Source: an optimization exercise on an open RTL-to-GDS flow (aim: small area). Production flows keep margins and buffers that such runs may drop.
Function was checked by simulation only, so behaviour that the tests miss may differ from the original.
Power is estimated from default activity; no workload was simulated.

File: design/flow/design.v
module cl_builder
#(
    parameter DATA_WIDTH = 32,
    parameter DATA_PER_CL = 16,
    parameter CL_WIDTH = 512,
    parameter EVICTION_POLICY = "ALL_ZEROS"  
)
(
    input logic clk,
    input logic reset,
    input logic evict,
    input logic data_wr,
    input logic [DATA_WIDTH - 1 : 0 ] data_in,
    output logic out_cl_valid,
    output logic [CL_WIDTH - 1 : 0 ] out_cl
);
    logic                       build_data_valid    [DATA_PER_CL];
    logic [DATA_WIDTH - 1 : 0 ] build_cl            [DATA_PER_CL];
    logic [DATA_PER_CL - 1 : 0][DATA_WIDTH - 1 : 0 ] out_cl_elements;
    logic build_cl_full;
    assign build_cl_full = build_data_valid[DATA_PER_CL-1];
    assign out_cl = out_cl_elements;
    always_ff @(posedge clk) begin
        out_cl_valid <= build_cl_full || evict;
        if (data_wr) begin
            build_cl[0]         <= data_in;
            build_data_valid[0] <= 1;
        end
        else if (build_cl_full || evict || reset) begin
            build_data_valid[0] <= 0;
        end
        for (int i = 1; i < DATA_PER_CL; i++) begin
            if (build_cl_full || evict || reset) begin
                build_data_valid[i] <= 0;
            end
            else if (data_wr) begin
                build_data_valid[i] <= build_data_valid[i-1];
            end
            if (data_wr) begin
                build_cl[i] <= build_cl[i-1];
            end
        end
        for (int i = 0; i < DATA_PER_CL; i++) begin
            if (build_data_valid[i]) begin
                out_cl_elements[i] <= build_cl[i];
            end
            else begin
                if (EVICTION_POLICY == "ALL_ZEROS") begin
                    out_cl_elements[i] <= '0;
                end
                else if (EVICTION_POLICY == "ALL_ONES") begin
                    out_cl_elements[i] <= '1;
                end
            end
        end
    end
endmodule
module cl_fifo
#(
    parameter DATA_WIDTH = 512,
    parameter DEPTH = 8,
    parameter COUNT_WIDTH = 3,
    parameter ALM_FULL_DIFF = 4
)
(
    input  logic                      clock,
    input  logic                      sclr,
    input  logic                      wrreq,
    input  logic                      rdreq,
    input  logic [DATA_WIDTH - 1 : 0] data,
    output logic                      empty,
    output logic                      full,
    output logic                      almost_full,
    output logic [DATA_WIDTH - 1 : 0] q
);
    localparam ALM_FULL_VALUE = DEPTH - ALM_FULL_DIFF;
    logic [DATA_WIDTH - 1 : 0] mem [DEPTH];
    logic [COUNT_WIDTH - 1 : 0] wr_ptr;
    logic [COUNT_WIDTH - 1 : 0] rd_ptr;
    logic [COUNT_WIDTH : 0]     count;
    logic do_wr;
    logic do_rd;
    assign empty       = (count == 0);
    assign full        = (count == DEPTH);
    assign almost_full = (count >= ALM_FULL_VALUE);
    assign q           = mem[rd_ptr];
    assign do_wr = wrreq && !full;
    assign do_rd = rdreq && !empty;
    always_ff @(posedge clock) begin
        if (do_wr) begin
            mem[wr_ptr] <= data;
        end
    end
    always_ff @(posedge clock) begin
        if (sclr) begin
            wr_ptr <= '0;
            rd_ptr <= '0;
            count  <= '0;
        end
        else begin
            if (do_wr) begin
                wr_ptr <= (wr_ptr == DEPTH - 1) ? '0 : wr_ptr + 1'b1;
            end
            if (do_rd) begin
                rd_ptr <= (rd_ptr == DEPTH - 1) ? '0 : rd_ptr + 1'b1;
            end
            count <= count + do_wr - do_rd;
        end
    end
endmodule
module buffered_cl_builder
#(
    parameter DATA_WIDTH = 32,
    parameter DATA_PER_CL = 16,
    parameter CL_WIDTH = 512,
    parameter EVICTION_POLICY = "ALL_ZEROS",  
    parameter BUFFER_DEPTH = 8,  
    parameter ALM_FULL_DIFF = 4  
)
(
    input logic clk,
    input logic reset,
    input logic evict,
    input logic data_wr,
    input logic [DATA_WIDTH - 1 : 0 ] data_in,
    input logic cl_rd,
    output logic alm_full,
    output logic out_cl_valid,
    output logic [CL_WIDTH - 1 : 0 ] out_cl
);
    logic clb_out_cl_valid;
    logic [CL_WIDTH - 1 : 0 ] clb_out_cl;
    logic                      fifo_wr_en;
    logic [CL_WIDTH - 1 : 0 ]  fifo_data_in;
    logic                      fifo_empty;
    logic                      fifo_full;
    logic                      fifo_alm_full;
    logic [CL_WIDTH - 1 : 0 ]  fifo_data_out;
    assign out_cl_valid = ~fifo_empty;
    assign out_cl       = fifo_data_out;
    assign alm_full     = fifo_alm_full;
    always_ff @(posedge clk) begin
        fifo_wr_en   <= clb_out_cl_valid;
        fifo_data_in <= clb_out_cl;
    end
    cl_builder #(
        .DATA_WIDTH(DATA_WIDTH),
        .DATA_PER_CL(DATA_PER_CL),
        .CL_WIDTH(CL_WIDTH),
        .EVICTION_POLICY(EVICTION_POLICY)
    ) cl_builder_internal_mod (
        .clk(clk),
        .reset(reset),
        .evict(evict),
        .data_wr(data_wr),
        .data_in(data_in),
        .out_cl_valid(clb_out_cl_valid),
        .out_cl(clb_out_cl)
    );
    cl_fifo #(
        .DATA_WIDTH(CL_WIDTH),
        .DEPTH(BUFFER_DEPTH),
        .COUNT_WIDTH($clog2(BUFFER_DEPTH)),
        .ALM_FULL_DIFF(ALM_FULL_DIFF)
    ) buffer_fifo_mod (
        .clock(clk),
        .sclr(reset),
        .wrreq(fifo_wr_en),
        .rdreq(cl_rd),
        .data(fifo_data_in),
        .empty(fifo_empty),
        .full(fifo_full),
        .almost_full(fifo_alm_full),
        .q(fifo_data_out)
    );
endmodule
File: design/flow/config.mk
export PLATFORM = sky130hd
export DESIGN_NAME = buffered_cl_builder
export DESIGN_NICKNAME = buffered_cl_builder
export VERILOG_FILES = /design/flow/design.v
export SDC_FILE = /design/flow/constraint.sdc
export NUM_CORES = 4
export LEC_CHECK = 0
export CAP_MARGIN = 20
export CORE_MARGIN = 2
export CORE_UTILIZATION = 50
export SLEW_MARGIN = 20
export SYNTH_MEMORY_MAX_BITS = 8192
File: design/flow/constraint.sdc
create_clock -name core_clock -period 6.0 [get_ports {clk}]
set_input_delay 1.2000 -clock core_clock [delete_from_list [all_inputs] [get_ports {clk}]]
set_output_delay 1.2000 -clock core_clock [all_outputs]
set_load 0.01 [all_outputs]
File: design/flow/run.sh
#!/bin/bash
# synth_recipe.tcl (not shown) runs the flow's synth.tcl, then flattens the netlist and writes it again
# the make line also repeats each setting of config.mk as NAME=value (left out here)
make -C /OpenROAD-flow-scripts/flow DESIGN_CONFIG=/design/flow/config.mk WORK_HOME=/design/flow/orfs CLKGATE_MAP_FILE= SYNTH_SCRIPT=/design/flow/synth_recipe.tcl finish
==> run notes <==
-- final cells by class --
class	instances	share of cell area, %
diodes	17	0.0188
clock inverters	235	1.18
inverters	10	0.0166
well taps	5175	2.86
repair buffers	761	3.77
flip-flops and latches	5663	70.5
multi-input cells	2141	14.5
clock buffers	827	7.12
-- registers in the layout, indices dropped and copies added (netlist names), named ones only --
signal and flops:
buffer_fifo_mod.count 4, fifo_data_in 512, buffer_fifo_mod.wr_ptr 3, cl_builder_internal_mod.build_cl 512, buffer_fifo_mod.rd_ptr 3, fifo_wr_en 1, cl_builder_internal_mod.out_cl_valid 1, buffer_fifo_mod.mem 4096
cl_builder_internal_mod.build_data_valid 16, cl_builder_internal_mod.out_cl_elements 512
-- Yosys cell counts, types with 2 or more instances --
master | number | area share (%)
sky130_fd_sc_hd__o21ai_0 | 5 | 0.013
sky130_fd_sc_hd__and2_1 | 513 | 1.7
sky130_fd_sc_hd__nand3_1 | 5 | 0.013
sky130_fd_sc_hd__nor3_1 | 5 | 0.013
sky130_fd_sc_hd__ha_1 | 10 | 0.065
sky130_fd_sc_hd__a21oi_1 | 5 | 0.013
sky130_fd_sc_hd__or3b_2 | 2 | 0.0090
sky130_fd_sc_hd__mux2i_1 | 18 | 0.093
sky130_fd_sc_hd__mux2_2 | 512 | 3.0
sky130_fd_sc_hd__nand2_1 | 3 | 0.0058
sky130_fd_sc_hd__nor2b_1 | 2 | 0.0065
sky130_fd_sc_hd__clkbuf_1 | 192 | 0.37
sky130_fd_sc_hd__buf_2 | 105 | 0.27
sky130_fd_sc_hd__nor4_1 | 2 | 0.0065
sky130_fd_sc_hd__inv_1 | 10 | 0.019
sky130_fd_sc_hd__buf_6 | 41 | 0.24
sky130_fd_sc_hd__nand2b_1 | 8 | 0.026
sky130_fd_sc_hd__mux4_2 | 1024 | 12
sky130_fd_sc_hd__dfxtp_1 | 1055 | 11
sky130_fd_sc_hd__nor2_1 | 19 | 0.037
sky130_fd_sc_hd__edfxtp_1 | 4608 | 71
-- metrics by stage --
| step | utilization (%) | hold slack [ns] | instance area, um^2 |
|---|---|---|---|
| after CTS | 58.6 | 0.293 | 226000 |
| after floorplan | - | 0.310 | 194000 |
| after global placement | 53.7 | 0.310 | 207000 |
| after detailed placement | 53.7 | 0.312 | 207000 |
| after global routing | 58.6 | 0.310 | 226000 |
| final | 58.6 | 0.298 | 226000 |
-- logic make-up (layout without fill, tap and decap cells) --
family | Yosys count | count (layout) | share of synthesized area [%]
other cells | 0 | 17 | 0
compound gates | 12 | 12 | 0.0342
fa+ha+maj | 11 | 11 | 0.0748
mux | 1554 | 1554 | 15.0
simple gates | 563 | 563 | 1.79
flops | 5663 | 5663 | 82.2
xor+xnor | 1 | 1 | 0.00452
buf+inv | 349 | 1833 | 0.902
-- worst min path at each step --
stage	startpoint	endpoint	slack, ns	cells after the start
floorplan	cl_builder_internal_mod.out_cl_elements[0]$_SDFF_PN0_	fifo_data_in[0]$_DFF_P_	0.31	0
global placement	cl_builder_internal_mod.out_cl_elements[2]$_SDFF_PN0_	fifo_data_in[2]$_DFF_P_	0.31	0
detailed placement	cl_builder_internal_mod.out_cl_elements[173]$_SDFF_PN0_	fifo_data_in[173]$_DFF_P_	0.31	0
CTS	cl_builder_internal_mod.out_cl_elements[222]$_SDFF_PN0_	fifo_data_in[222]$_DFF_P_	0.29	0
global route	cl_builder_internal_mod.out_cl_elements[142]$_SDFF_PN0_	fifo_data_in[142]$_DFF_P_	0.31	0
finish	cl_builder_internal_mod.out_cl_elements[222]$_SDFF_PN0_	fifo_data_in[222]$_DFF_P_	0.30	0
-- worst max-delay path, stage by stage, from the launching register on --
cell and delay [ns]:
sky130_fd_sc_hd__dfxtp_4 1.03, sky130_fd_sc_hd__buf_12 0.30, sky130_fd_sc_hd__buf_12 0.32, sky130_fd_sc_hd__mux4_2 0.56, sky130_fd_sc_hd__mux2_2 0.31, sky130_fd_sc_hd__clkdlybuf4s50_1 0.56
-- layer usage --
layer / vias to the layer above / routed length (um)
met5: - / 10
li1: 35195 / -
met4: 2 / 16300
met1: 44664 / 179000
met2: 2257 / 215000
met3: 632 / 24600
-- power breakdown --
| group | switching, mW | internal [mW] |
|---|---|---|
| Sequential | 0.698 | 43.8 |
| Clock | 14.8 | 20.3 |
| Combinational | 6.88 | 7.06 |
==> impl_metrics.py <==
metrics = {
    "finish": {
        "fillCellCount": 27335,
        "fin_cells": 14829,
        "most_frequent_cells_in_the_layout": "4608 x sky130_fd_sc_hd__edfxtp_1, 1048 x sky130_fd_sc_hd__dfxtp_1, 1024 x sky130_fd_sc_hd__mux4_2, 581 x sky130_fd_sc_hd__clkbuf_16, 549 x sky130_fd_sc_hd__clkdlybuf4s50_1",
        "finalNetCount": 9196,
        "multi_input_comb_area_mm2": 0.0328,
        "layout_commonest_cell": "sky130_fd_sc_hd__edfxtp_1",
        "areaGrowthSynthToFinish_pct": 16.6,
        "regArea_mm2": 0.160,
        "final_layout_size_suffix_gt1_share_pct": 27.0,
    },
    "timing": {
        "grt_setup_unrepaired": "false",
        "layout_setup_ws_ns": 0.612,
        "final_min_period_over_clock_period_pct": 89.8,
        "layout_min_cycle_time_ns": 5.39,
        "clock-skew-final_ns": 0.0504,
        "setup_tns_ns": 0,
        "finalHoldViolations": 0,
        "finalSetupViolations": 0,
        "slew_headroom_pct": 29.4,
        "maxSlewViolCount": 0,
        "worst_tran_pin_value_ns": 1.06,
        "max_freq_ghz": 0.186,
    },
    "drt": {
        "drt-pass1-iter-count": 5,
        "post-route-drc-count": 0,
        "route.detailed.vias_per_inst": 5.58,
        "routed_wire_length_per_instance_um": 29.3,
        "wl_mm": 435,
        "postRouteAntennaNets": 0,
        "routed-via-count": 82750,
        "drtIter0Drc": 6938,
    },
    "synthesis": {
        "ys_seq_area_share_pct": 82.2,
        "synth-main-ff-cell": "sky130_fd_sc_hd__edfxtp_1",
        "mappedNetlistNets": 8201,
        "post_synth_edffs": 4608,
        "number_of_different_library_cells_in_the_post_synthesis_netlist": 30,
        "gate_count_of_the_mapped_netlist": 8153,
        "ys_warn_count": 5,
        "async_set_or_reset_register_ratio_after_synthesis_pct": 0,
        "syn-cell-area_mm2": 0.194,
        "syn-mean-instance-area_um2": 23.8,
        "yosys_register_bits": 5663,
    },
    "setup_path": {
        "type_of_element_launching_the_critical_path": "register",
        "timing.reg2reg.setup_slack_ns": 2.74,
        "crit_fanout": 36,
        "worst_r2r_startpoint": "buffer_fifo_mod.count[2]$_SDFF_PP0_",
        "required_ns": 4.80,
        "crit-reg2reg-capture": "buffer_fifo_mod.mem[4][20]$_DFFE_PP_",
        "timing.setup.critical_path_class": "reg2out",
        "worst_setup_path_end_kind": "output port",
        "critPathCapture": "out_cl[38]",
        "worst-endpoint-arrival_ns": 4.19,
        "rr_worst_depth": 7,
    },
    "grt": {
        "global_route.usage.total_pct": 22.2,
        "global_route_wire_length_before_repair_mm": 623,
        "number_of_global_route_vias_before_repair": 86004,
        "grt.met1_usage_pct": 30.1,
        "grt_start_max_net_pins": 107,
        "grt-busiest-layer": "met2",
        "antenna_found_initial": 32,
        "grt-ovfl-total": 0,
        "grt_util_met2_pct": 36.5,
        "met3_usage_pct": 3.73,
    },
    "cts": {
        "cts.repair.resized": 0,
        "ctsHtreeMaxLevel": 6,
        "numCtsBuffers": 571,
        "clock_tree.root_cell": "sky130_fd_sc_hd__clkbuf_16",
        "clkLatencyLatePin_ns": 1.03,
        "clock-sinks": 5663,
        "cts_hold_repair.buffers": 0,
        "cts.clk_slew.worst_paths_ns": 0.06,
        "tritoncts": "done",
        "cts.path.max_buffers": 4,
        "cts.repair_timing.setup_buffer_count": 0,
    },
    "power_and_ir_drop": {
        "ir_worst_vdd_uv": 279,
        "leakage_nw": 72.7,
        "total_power_mw": 93.6,
        "power_per_cell_area_mw_per_mm2": 414,
    },
    "die": {
        "initial_util_pct": 50.2,
        "design.core.area_mm2": 0.386,
        "num_io_pins": 551,
        "fp.dieH_um": 627,
        "die_width_um": 627,
        "die_area_mm2": 0.393,
        "fp-row-count": 228,
    },
    "placed_design": {
        "pre_cts_slack_ns": 1.56,
        "finalWeightedCongestion": 0.744,
        "buffer_ports.inserted": 550,
        "placedCellCount": 13750,
        "dp_hpwl_mm": 250,
    },
    "job": {
        "max_cap_viol_count": 0,
    },
    "status": {
        "result_of_the_run": "no timing/DRC/antenna violations",
    },
    "hold_path": {
        "min-delay-path-class": "reg2reg",
    },
}

==> port drivers added, routing unchanged <==
The flow's constraints put no driver on any port. The routed layout listed below was extracted and timed again, unchanged, in two steps.
Step 1 sets driving cells, clkbuf_16 on the clock port and buf_2 on the other inputs (assumed; they add their load-dependent delay and slew).
Step 2, shift: input delay + t, output delay - t, t = (earliest + latest rising clock arrival at the registers) / 2. This alone moves slack from input paths to output paths.
Slacks: no drivers / after step 1 / after step 2; pairs: no drivers / after step 1.
shift t [ns]: 1.114
setup slack, ns: 0.612 / 0.505 / 1.619
worst setup path at the end: register to output
worst slew at a driven data input, ns: 0.13
After both steps setup and hold are still met in this run. For this run, drivers alone change the setup slack by -0.107 ns; drivers and shift together by +1.007 ns.
